From an optimization exercise on the open Yosys and OpenROAD flow, aimed at small area, a short achievable clock period and few clock cycles; shortcuts taken in it are not production practice.
At most, simulation tests tie the RTL to the original design; equivalence was not proved.
Power figures rest on the tool's default switching activity, not on a simulated workload.

Setup of job 101:
==> flow/design.v <==
`timescale 1ns/10ps
module CLE ( clk, reset, rom_q, rom_a, sram_q, sram_a, sram_d, sram_wen, finish);
input         clk;
input         reset;
input  [7:0]  rom_q;
output [6:0]  rom_a;
input  [7:0]  sram_q;
output [9:0]  sram_a;
output [7:0]  sram_d;
output        sram_wen;
output        finish;
reg  [9:0] sram_a;
reg        sram_wen;
reg        finish;
reg        s_wait, s_rs0, s_rs1, s_rs2, s_rs3, s_cmp, s_put, s_slw;
reg        early;        
reg        fin_st;       
reg  [9:0] pos;          
reg  [7:0] P;            
reg        pz;
reg        nNW, nN, nW;  
reg        fNW, fN, fW;  
reg        rd1, rd2;     
reg        t1, t2;       
reg        Lz;           
reg        wf;           
reg  [3:0] mods;         
reg  [7:0] newv;         
function [1:0] cmp8;
    input [7:0] a, b;
    reg   [7:0] g, l;
    reg   [3:0] g2, l2;
    reg   [1:0] g4, l4;
    integer i;
    begin
        for (i = 0; i < 8; i = i + 1) begin
            g[i] = a[i] & ~b[i];
            l[i] = ~a[i] & b[i];
        end
        for (i = 0; i < 4; i = i + 1) begin
            g2[i] = g[2*i+1] | (~l[2*i+1] & g[2*i]);
            l2[i] = l[2*i+1] | (~g[2*i+1] & l[2*i]);
        end
        for (i = 0; i < 2; i = i + 1) begin
            g4[i] = g2[2*i+1] | (~l2[2*i+1] & g2[2*i]);
            l4[i] = l2[2*i+1] | (~g2[2*i+1] & l2[2*i]);
        end
        cmp8 = {g4[1] | (~l4[1] & g4[0]), l4[1] | (~g4[1] & l4[0])};
    end
endfunction
reg  [6:0] rom_a;        
reg        f127;         
reg        fdone;        
reg        rv;           
reg  [7:0] cw;
reg        gap;          
assign sram_d = P;
wire [7:0] q_rev = {rom_q[0], rom_q[1], rom_q[2], rom_q[3],
                    rom_q[4], rom_q[5], rom_q[6], rom_q[7]};
wire [7:0] qm = q_rev & {~f127, 6'b111111, ~(~f127 & (rom_a == 7'd0))};
wire [6:0] nbi  = f127 ? 7'd127 : rom_a;
wire       qnz  = qm != 8'd0;
wire       nbv  = rv & ~fdone & qnz;        
wire [7:0] nb   = qm;
wire       nbadj = ~gap;                    
wire [2:0] o      = pos[2:0];
wire       rem_nz = |cw;
wire       avail  = rem_nz | nbv;
wire [7:0] srcw   = rem_nz ? cw : nb;
reg  [2:0] off, offm1;
reg  [7:0] oneh;
always @(*) begin
    casez (srcw)
    8'b???????1: begin off = 3'd0; offm1 = 3'd7; oneh = 8'b00000001; end
    8'b??????10: begin off = 3'd1; offm1 = 3'd0; oneh = 8'b00000010; end
    8'b?????100: begin off = 3'd2; offm1 = 3'd1; oneh = 8'b00000100; end
    8'b????1000: begin off = 3'd3; offm1 = 3'd2; oneh = 8'b00001000; end
    8'b???10000: begin off = 3'd4; offm1 = 3'd3; oneh = 8'b00010000; end
    8'b??100000: begin off = 3'd5; offm1 = 3'd4; oneh = 8'b00100000; end
    8'b?1000000: begin off = 3'd6; offm1 = 3'd5; oneh = 8'b01000000; end
    default:     begin off = 3'd7; offm1 = 3'd6; oneh = 8'b10000000; end
    endcase
end
wire [6:0] wd      = rem_nz ? pos[9:3] : nbi;
wire [9:0] nextpix = {wd, off};
wire [4:0] pr      = pos[9:5];
wire [4:0] pc      = pos[4:0];
wire [4:0] prm1    = pr - 5'd1;
wire [4:0] nbrm1   = nbi[6:2] - 5'd1;
wire [4:0] nrm1    = rem_nz ? prm1 : nbrm1;
wire [1:0] nwm1    = wd[1:0] - 2'd1;
wire [9:0] nx1     = {nrm1, (srcw[0] ? {nwm1, 3'd7} : {wd[1:0], offm1})};
wire       done    = fdone & ~rem_nz & ~nbv;
wire [2:0] op1     = o + 3'd1;
wire       cont    = rem_nz ? cw[op1]
                            : (nbv & nbadj & nb[0] & (o == 3'd7) & (pos[4:3] != 2'd3));
wire       last_slw = (mods & (mods - 4'd1)) == 4'd0;
wire       nomods   = (mods == 4'd0);
wire       take     = (s_wait & avail & ~fin_st) | s_rs0 | (s_put & nomods & (cont | early));
wire       take_nb  = take & ~rem_nz;
wire       advance  = (rv & ~fdone & ~qnz) | take_nb;
always @(posedge clk or posedge reset) begin
    if (reset) begin
        rom_a <= 7'd0;
        f127  <= 1'b0;
        fdone <= 1'b0;
        rv    <= 1'b0;
        cw    <= 8'd0;
    end else begin
        if (take) cw <= srcw & ~oneh;
        rv <= ~advance;
        if (advance) begin
            if (f127)                    fdone <= 1'b1;
            else if (rom_a == 7'd126) begin
                rom_a <= 7'd0;
                f127  <= 1'b1;
            end else                     rom_a <= rom_a + 7'd1;
        end
    end
end
always @(posedge clk) begin
    if (take_nb)     gap <= 1'b0;
    else if (advance) gap <= 1'b1;
end
wire [7:0] Wv = (wf & ~Lz) ? P : 8'd0;
wire [7:0] Pe = pz ? 8'd0 : P;
wire [7:0] NE = sram_q;
wire [7:0] ca = t2 ? Wv : Pe;
wire [1:0] cab = cmp8(ca, sram_q);
wire [7:0] pmax = cab[0] ? sram_q : ca;
wire [1:0] cNP = cmp8(NE, Pe), cNn = cmp8(NE, newv), cPn = cmp8(Pe, newv);
wire [7:0] m   = (cNP[1] & cNn[1]) ? NE : (cPn[0] ? newv : Pe);
wire       plt = cPn[0] | cNP[1];           
wire       nz0 = ~|newv;
wire       nNE = |NE;
wire [3:0] mods_n = {nNW & (fNW | plt), nN & (fN | plt),
                     nNE & (cNP[0] | cNn[0]), nW & (fW | plt)};
wire       s0  = ~cPn[1] & ~cNn[1];         
wire [4:0] prp1 = pr + 5'd1;
wire [4:0] pcm1 = pc - 5'd1;
wire [4:0] pcp1 = pc + 5'd1;
wire [4:0] pcp2 = pc + 5'd2;
wire       hazard = ~rem_nz & ({nbi, off} == {prp1, pcp1});
wire       go_early = ~cont & avail & ~hazard;
always @(posedge clk) begin
    rd2 <= rd1;
    t2  <= t1;
    t1  <= (s_wait & avail & ~fin_st) | s_rs0 | (s_cmp & go_early);
    if (s_cmp) begin
        P   <= m;
        pz  <= nz0 & ~nN & ~nNE;
        nNW <= nN;
        nN  <= nNE;
        nW  <= ~nz0;
        fNW <= 1'b0;
        fN  <= 1'b0;
        fW  <= 1'b0;
    end else if (rd2 & ((t2 & (s_rs1 | s_rs2)) | s_rs3)) begin
        P   <= pmax;
        pz  <= 1'b0;
        if (t2) begin
            nNW <= |sram_q;
            nW  <= wf & ~Lz;
            fNW <= cab[1];
            fW  <= cab[0];
        end else begin
            nN  <= |sram_q;
            fN  <= cab[1];
            fNW <= fNW | cab[0];
            fW  <= fW | cab[0];
        end
    end
    if (take) pos <= nextpix;
    if (s_wait | s_rs0 | (s_cmp & go_early))  sram_a <= nx1;
    else if (s_cmp)                           sram_a <= {prm1, pcp2};
    else if (s_rs1)                           sram_a <= {prm1, pc};
    else if (s_rs2)                           sram_a <= {prm1, pcp1};
    else if (s_slw)
        sram_a <= mods[3] ? {prm1, pcm1} : mods[2] ? {prm1, pc} :
                  mods[1] ? {prm1, pcp1} : {pr, pcm1};
    else                                      sram_a <= pos;
    if (s_cmp) early <= go_early;
    if (s_wait | s_rs0) wf <= cont;
    else if (s_put)     wf <= cont;
    if (s_cmp) mods <= mods_n;
    else if (s_slw) begin
        if (mods[3])      mods[3] <= 1'b0;
        else if (mods[2]) mods[2] <= 1'b0;
        else if (mods[1]) mods[1] <= 1'b0;
        else              mods[0] <= 1'b0;
    end
end
always @(posedge clk or posedge reset) begin
    if (reset) begin
        s_wait <= 1'b1;
        s_rs0  <= 1'b0;
        s_rs1  <= 1'b0;
        s_rs2  <= 1'b0;
        s_rs3  <= 1'b0;
        s_cmp  <= 1'b0;
        s_put  <= 1'b0;
        s_slw  <= 1'b0;
        fin_st   <= 1'b0;
        sram_wen <= 1'b1;
        finish   <= 1'b0;
        newv     <= 8'd250;
        Lz       <= 1'b1;
        rd1      <= 1'b0;
    end else begin
        rd1      <= (s_wait & avail & ~fin_st) | s_rs0 | s_rs1 | s_rs2 | s_cmp;
        sram_wen <= ~((s_put & ~Lz) | s_slw);
        if (s_wait & fin_st) finish <= 1'b1;
        if (s_wait & ~avail & done) fin_st <= 1'b1;
        if (s_cmp) begin
            Lz <= nz0;
            if (nz0 | s0) newv <= newv - 8'd1;
        end
        s_wait <= (s_wait & ~(avail & ~fin_st)) | (s_put & nomods & ~cont & ~early & ~avail) |
                  (s_slw & last_slw & ~avail);
        s_rs0  <= (s_put & nomods & ~cont & ~early & avail) | (s_slw & last_slw & avail);
        s_rs1  <= (s_wait & avail & ~fin_st) | s_rs0 | (s_put & nomods & ~cont & early);
        s_rs2  <= s_rs1;
        s_rs3  <= s_rs2;
        s_cmp  <= s_rs3 | (s_put & nomods & cont);
        s_put  <= s_cmp;
        s_slw  <= (s_put & ~nomods) | (s_slw & ~last_slw);
    end
end
endmodule
clock: 9.0 ns
lec_check: 0
cap_margin: 30
core_margin: 2
core_utilization: 50
cts_buf_list: sky130_fd_sc_hd__clkbuf_8
cts_cluster_size: 30
place_density: 0.6
setup_slack_margin: 5
slew_margin: 20
standard.sh (not shown) runs the stock make flow with config.mk's settings and CLKGATE_MAP_FILE= SYNTH_SCRIPT=/design/flow/synth_recipe.tcl, a recipe that flattens the netlist after the stock synthesis.
==> flow/flow/run.sh <==
#!/bin/bash
set -euo pipefail
bash standard.sh "BUFFER_PORTS_ARGS=-buffer_cell sky130_fd_sc_hd__buf_1" finish > flow_make.log 2>&1
Testbench counts of job 101, summed over its fixed seeds: cycles 52,360.
For job 102, these inputs were changed with respect to job 101:
diff --git a/flow/design.v b/flow/design.v
--- a/flow/design.v
+++ b/flow/design.v
@@ -17,18 +17,17 @@
 reg        fin_st;       
 reg  [9:0] pos;          
 reg  [7:0] P;            
 reg        pz;
 reg        nNW, nN, nW;  
 reg        fNW, fN, fW;  
-reg        rd1, rd2;     
-reg        t1, t2;       
 reg        Lz;           
 reg        wf;           
 reg  [3:0] mods;         
 reg  [7:0] newv;         
+reg        decq;         
 function [1:0] cmp8;
     input [7:0] a, b;
     reg   [7:0] g, l;
     reg   [3:0] g2, l2;
     reg   [1:0] g4, l4;
     integer i;
@@ -90,13 +89,13 @@
 wire [4:0] nrm1    = rem_nz ? prm1 : nbrm1;
 wire [1:0] nwm1    = wd[1:0] - 2'd1;
 wire [9:0] nx1     = {nrm1, (srcw[0] ? {nwm1, 3'd7} : {wd[1:0], offm1})};
 wire       done    = fdone & ~rem_nz & ~nbv;
 wire [2:0] op1     = o + 3'd1;
 wire       cont    = rem_nz ? cw[op1]
-                            : (nbv & nbadj & nb[0] & (o == 3'd7) & (pos[4:3] != 2'd3));
+                            : (rv & ~fdone & nbadj & nb[0] & (o == 3'd7) & (pos[4:3] != 2'd3));
 wire       last_slw = (mods & (mods - 4'd1)) == 4'd0;
 wire       nomods   = (mods == 4'd0);
 wire       take     = (s_wait & avail & ~fin_st) | s_rs0 | (s_put & nomods & (cont | early));
 wire       take_nb  = take & ~rem_nz;
 wire       advance  = (rv & ~fdone & ~qnz) | take_nb;
 always @(posedge clk or posedge reset) begin
@@ -122,13 +121,14 @@
     if (take_nb)     gap <= 1'b0;
     else if (advance) gap <= 1'b1;
 end
 wire [7:0] Wv = (wf & ~Lz) ? P : 8'd0;
 wire [7:0] Pe = pz ? 8'd0 : P;
 wire [7:0] NE = sram_q;
-wire [7:0] ca = t2 ? Wv : Pe;
+wire       nwin = early ? s_rs1 : s_rs2;
+wire [7:0] ca = nwin ? Wv : Pe;
 wire [1:0] cab = cmp8(ca, sram_q);
 wire [7:0] pmax = cab[0] ? sram_q : ca;
 wire [1:0] cNP = cmp8(NE, Pe), cNn = cmp8(NE, newv), cPn = cmp8(Pe, newv);
 wire [7:0] m   = (cNP[1] & cNn[1]) ? NE : (cPn[0] ? newv : Pe);
 wire       plt = cPn[0] | cNP[1];           
 wire       nz0 = ~|newv;
@@ -137,31 +137,42 @@
                      nNE & (cNP[0] | cNn[0]), nW & (fW | plt)};
 wire       s0  = ~cPn[1] & ~cNn[1];         
 wire [4:0] prp1 = pr + 5'd1;
 wire [4:0] pcm1 = pc - 5'd1;
 wire [4:0] pcp1 = pc + 5'd1;
 wire [4:0] pcp2 = pc + 5'd2;
-wire       hazard = ~rem_nz & ({nbi, off} == {prp1, pcp1});
+reg  [7:0] hoh;            
+always @(*) begin
+    case (pcp1[2:0])
+    3'd0: hoh = 8'b00000001;
+    3'd1: hoh = 8'b00000011;
+    3'd2: hoh = 8'b00000111;
+    3'd3: hoh = 8'b00001111;
+    3'd4: hoh = 8'b00011111;
+    3'd5: hoh = 8'b00111111;
+    3'd6: hoh = 8'b01111111;
+    default: hoh = 8'b11111111;
+    endcase
+end
+wire       hword  = (nbi == {prp1, pcp1[4:3]});
+wire       hazard = ~rem_nz & hword & ((nb & hoh) == (hoh & ~{1'b0, hoh[7:1]}));
 wire       go_early = ~cont & avail & ~hazard;
 always @(posedge clk) begin
-    rd2 <= rd1;
-    t2  <= t1;
-    t1  <= (s_wait & avail & ~fin_st) | s_rs0 | (s_cmp & go_early);
     if (s_cmp) begin
         P   <= m;
         pz  <= nz0 & ~nN & ~nNE;
         nNW <= nN;
         nN  <= nNE;
         nW  <= ~nz0;
         fNW <= 1'b0;
         fN  <= 1'b0;
         fW  <= 1'b0;
-    end else if (rd2 & ((t2 & (s_rs1 | s_rs2)) | s_rs3)) begin
+    end else if (nwin | s_rs3) begin
         P   <= pmax;
         pz  <= 1'b0;
-        if (t2) begin
+        if (nwin) begin
             nNW <= |sram_q;
             nW  <= wf & ~Lz;
             fNW <= cab[1];
             fW  <= cab[0];
         end else begin
             nN  <= |sram_q;
@@ -177,12 +188,13 @@
     else if (s_rs2)                           sram_a <= {prm1, pcp1};
     else if (s_slw)
         sram_a <= mods[3] ? {prm1, pcm1} : mods[2] ? {prm1, pc} :
                   mods[1] ? {prm1, pcp1} : {pr, pcm1};
     else                                      sram_a <= pos;
     if (s_cmp) early <= go_early;
+    else if (s_wait | s_rs0) early <= 1'b0;
     if (s_wait | s_rs0) wf <= cont;
     else if (s_put)     wf <= cont;
     if (s_cmp) mods <= mods_n;
     else if (s_slw) begin
         if (mods[3])      mods[3] <= 1'b0;
         else if (mods[2]) mods[2] <= 1'b0;
@@ -202,22 +214,21 @@
         s_slw  <= 1'b0;
         fin_st   <= 1'b0;
         sram_wen <= 1'b1;
         finish   <= 1'b0;
         newv     <= 8'd250;
         Lz       <= 1'b1;
-        rd1      <= 1'b0;
     end else begin
-        rd1      <= (s_wait & avail & ~fin_st) | s_rs0 | s_rs1 | s_rs2 | s_cmp;
         sram_wen <= ~((s_put & ~Lz) | s_slw);
         if (s_wait & fin_st) finish <= 1'b1;
         if (s_wait & ~avail & done) fin_st <= 1'b1;
         if (s_cmp) begin
-            Lz <= nz0;
-            if (nz0 | s0) newv <= newv - 8'd1;
-        end
+            Lz   <= nz0;
+            decq <= nz0 | s0;
+        end
+        if (s_put & decq) newv <= newv - 8'd1;
         s_wait <= (s_wait & ~(avail & ~fin_st)) | (s_put & nomods & ~cont & ~early & ~avail) |
                   (s_slw & last_slw & ~avail);
         s_rs0  <= (s_put & nomods & ~cont & ~early & avail) | (s_slw & last_slw & avail);
         s_rs1  <= (s_wait & avail & ~fin_st) | s_rs0 | (s_put & nomods & ~cont & early);
         s_rs2  <= s_rs1;
         s_rs3  <= s_rs2;
==> comparison <==
Diff job 101 -> job 102: via count fell about 10%; first-pass GRT wire length went down 11%; depth of the CTS H-tree flat.
The switching component of the power in job 102 is 1.06 times that in job 101.
For the final weighted congestion of routability-driven global placement, job 102 came in 0.011 lower than job 101 did.
Testbench counts of job 102, summed over its fixed seeds: cycles 52,360.


// CLE: RTL as listed in full above, without the edits since
clock: 9.0 ns
lec_check: 0
cap_margin: 30
core_margin: 2
core_utilization: 50
place_density: 0.6
setup_slack_margin: 5
slew_margin: 20
run.sh (not shown) runs the stock make flow with config.mk's settings and CLKGATE_MAP_FILE= SYNTH_SCRIPT=/design/flow/synth_recipe.tcl, a recipe that flattens the netlist after the stock synthesis.
Stock flow here: none of the scripts above is used.
Testbench counts at the start, summed over its fixed seeds: cycles 52,360.
Next try:
--- a/flow/design.v
+++ b/flow/design.v
@@ -20,10 +20,11 @@
 reg        pz;
 reg        nNW, nN, nW;  
 reg        fNW, fN, fW;  
 reg        rd1, rd2;     
 reg        t1, t2;       
+reg  [7:0] Mv;           
 reg        Lz;           
 reg        wf;           
 reg  [3:0] mods;         
 reg  [7:0] newv;         
 function [1:0] cmp8;
@@ -51,20 +52,20 @@
 reg  [6:0] rom_a;        
 reg        f127;         
 reg        fdone;        
 reg        rv;           
 reg  [7:0] cw;
+reg  [7:0] nb;           
+reg  [6:0] nbi;
+reg        nbv;
+reg        nbadj;        
 reg        gap;          
-assign sram_d = P;
+assign sram_d = Mv;
 wire [7:0] q_rev = {rom_q[0], rom_q[1], rom_q[2], rom_q[3],
                     rom_q[4], rom_q[5], rom_q[6], rom_q[7]};
 wire [7:0] qm = q_rev & {~f127, 6'b111111, ~(~f127 & (rom_a == 7'd0))};
-wire [6:0] nbi  = f127 ? 7'd127 : rom_a;
-wire       qnz  = qm != 8'd0;
-wire       nbv  = rv & ~fdone & qnz;        
-wire [7:0] nb   = qm;
-wire       nbadj = ~gap;                    
+wire [6:0] fidx = f127 ? 7'd127 : rom_a;
 wire [2:0] o      = pos[2:0];
 wire       rem_nz = |cw;
 wire       avail  = rem_nz | nbv;
 wire [7:0] srcw   = rem_nz ? cw : nb;
 reg  [2:0] off, offm1;
@@ -96,35 +97,44 @@
                             : (nbv & nbadj & nb[0] & (o == 3'd7) & (pos[4:3] != 2'd3));
 wire       last_slw = (mods & (mods - 4'd1)) == 4'd0;
 wire       nomods   = (mods == 4'd0);
 wire       take     = (s_wait & avail & ~fin_st) | s_rs0 | (s_put & nomods & (cont | early));
 wire       take_nb  = take & ~rem_nz;
-wire       advance  = (rv & ~fdone & ~qnz) | take_nb;
+wire       accept   = rv & ~fdone & ~nbv;
 always @(posedge clk or posedge reset) begin
     if (reset) begin
         rom_a <= 7'd0;
         f127  <= 1'b0;
         fdone <= 1'b0;
         rv    <= 1'b0;
+        nbv   <= 1'b0;
         cw    <= 8'd0;
     end else begin
         if (take) cw <= srcw & ~oneh;
-        rv <= ~advance;
-        if (advance) begin
+        rv <= ~accept;
+        if (accept) begin
             if (f127)                    fdone <= 1'b1;
             else if (rom_a == 7'd126) begin
                 rom_a <= 7'd0;
                 f127  <= 1'b1;
             end else                     rom_a <= rom_a + 7'd1;
         end
+        if (accept & (qm != 8'd0)) nbv <= 1'b1;
+        else if (take_nb)          nbv <= 1'b0;
     end
 end
 always @(posedge clk) begin
-    if (take_nb)     gap <= 1'b0;
-    else if (advance) gap <= 1'b1;
-end
-wire [7:0] Wv = (wf & ~Lz) ? P : 8'd0;
+    if (accept) begin
+        nb  <= qm;
+        nbi <= fidx;
+        if (qm != 8'd0) begin
+            nbadj <= ~gap;
+            gap   <= 1'b0;
+        end else gap <= 1'b1;
+    end
+end
+wire [7:0] Wv = (wf & ~Lz) ? Mv : 8'd0;
 wire [7:0] Pe = pz ? 8'd0 : P;
 wire [7:0] NE = sram_q;
 wire [7:0] ca = t2 ? Wv : Pe;
 wire [1:0] cab = cmp8(ca, sram_q);
 wire [7:0] pmax = cab[0] ? sram_q : ca;
@@ -153,11 +163,11 @@
         nN  <= nNE;
         nW  <= ~nz0;
         fNW <= 1'b0;
         fN  <= 1'b0;
         fW  <= 1'b0;
-    end else if (rd2 & ((t2 & (s_rs1 | s_rs2)) | s_rs3)) begin
+    end else if (rd2) begin
         P   <= pmax;
         pz  <= 1'b0;
         if (t2) begin
             nNW <= |sram_q;
             nW  <= wf & ~Lz;
@@ -177,10 +187,11 @@
     else if (s_rs2)                           sram_a <= {prm1, pcp1};
     else if (s_slw)
         sram_a <= mods[3] ? {prm1, pcm1} : mods[2] ? {prm1, pc} :
                   mods[1] ? {prm1, pcp1} : {pr, pcm1};
     else                                      sram_a <= pos;
+    if (s_cmp) Mv <= m;
     if (s_cmp) early <= go_early;
     if (s_wait | s_rs0) wf <= cont;
     else if (s_put)     wf <= cont;
     if (s_cmp) mods <= mods_n;
     else if (s_slw) begin
After rerunning: Routed wire length falls by 1.7%; clock skew is higher by 0.0033 ns; design area came out higher by 9.0%; first-iteration DRC count went down by 25%; core utilization went down by 2.5 points; count of clock-buffer cells in the layout drops by 3; hold slack improves by 0.0058 ns; final cell count goes up by 3.2%; via count grows by 2.6%; power decreases by 29%; maximum frequency climbs by 0.81%; setup slack improved by 0.032 ns; non-clock buffer count is lower by 12.
Function not checked in the second run of this note: the RTL went through the layout flow alone.

## separate check: timing with driven ports
Ports are ideal in the flow. The routed layouts listed here were re-timed in OpenROAD. Step 1 assumes that a clkbuf_16 drives the clock port and a buf_2 every other input. Step 2 also shifts input and output timing later by t, the mid clock arrival at the registers, as if the neighbouring blocks saw the same clock. a / b / c = ideal / step 1 / step 2; a / b = the first two.
| run | t, ns | setup slack, ns | worst register clock-pin slew, ns |
|---|---|---|---|
| job 101 | 0.402 | 5.052 / 5.068 / 4.666 | 0.09 / 0.09 |
| job 102 | 0.397 | 5.071 / 5.085 / 4.689 | 0.09 / 0.09 |
| the first run of note 2 | 0.385 | 5.047 / 5.061 / 4.676 | 0.07 / 0.07 |
| the second run of note 2 | 0.397 | 5.079 / 5.076 / 4.680 | 0.08 / 0.08 |
After both steps setup and hold are still met in every run listed. The setup slack of the second run of note 2, which loses most, moves by -0.003 ns with the drivers and by -0.399 ns with both steps.
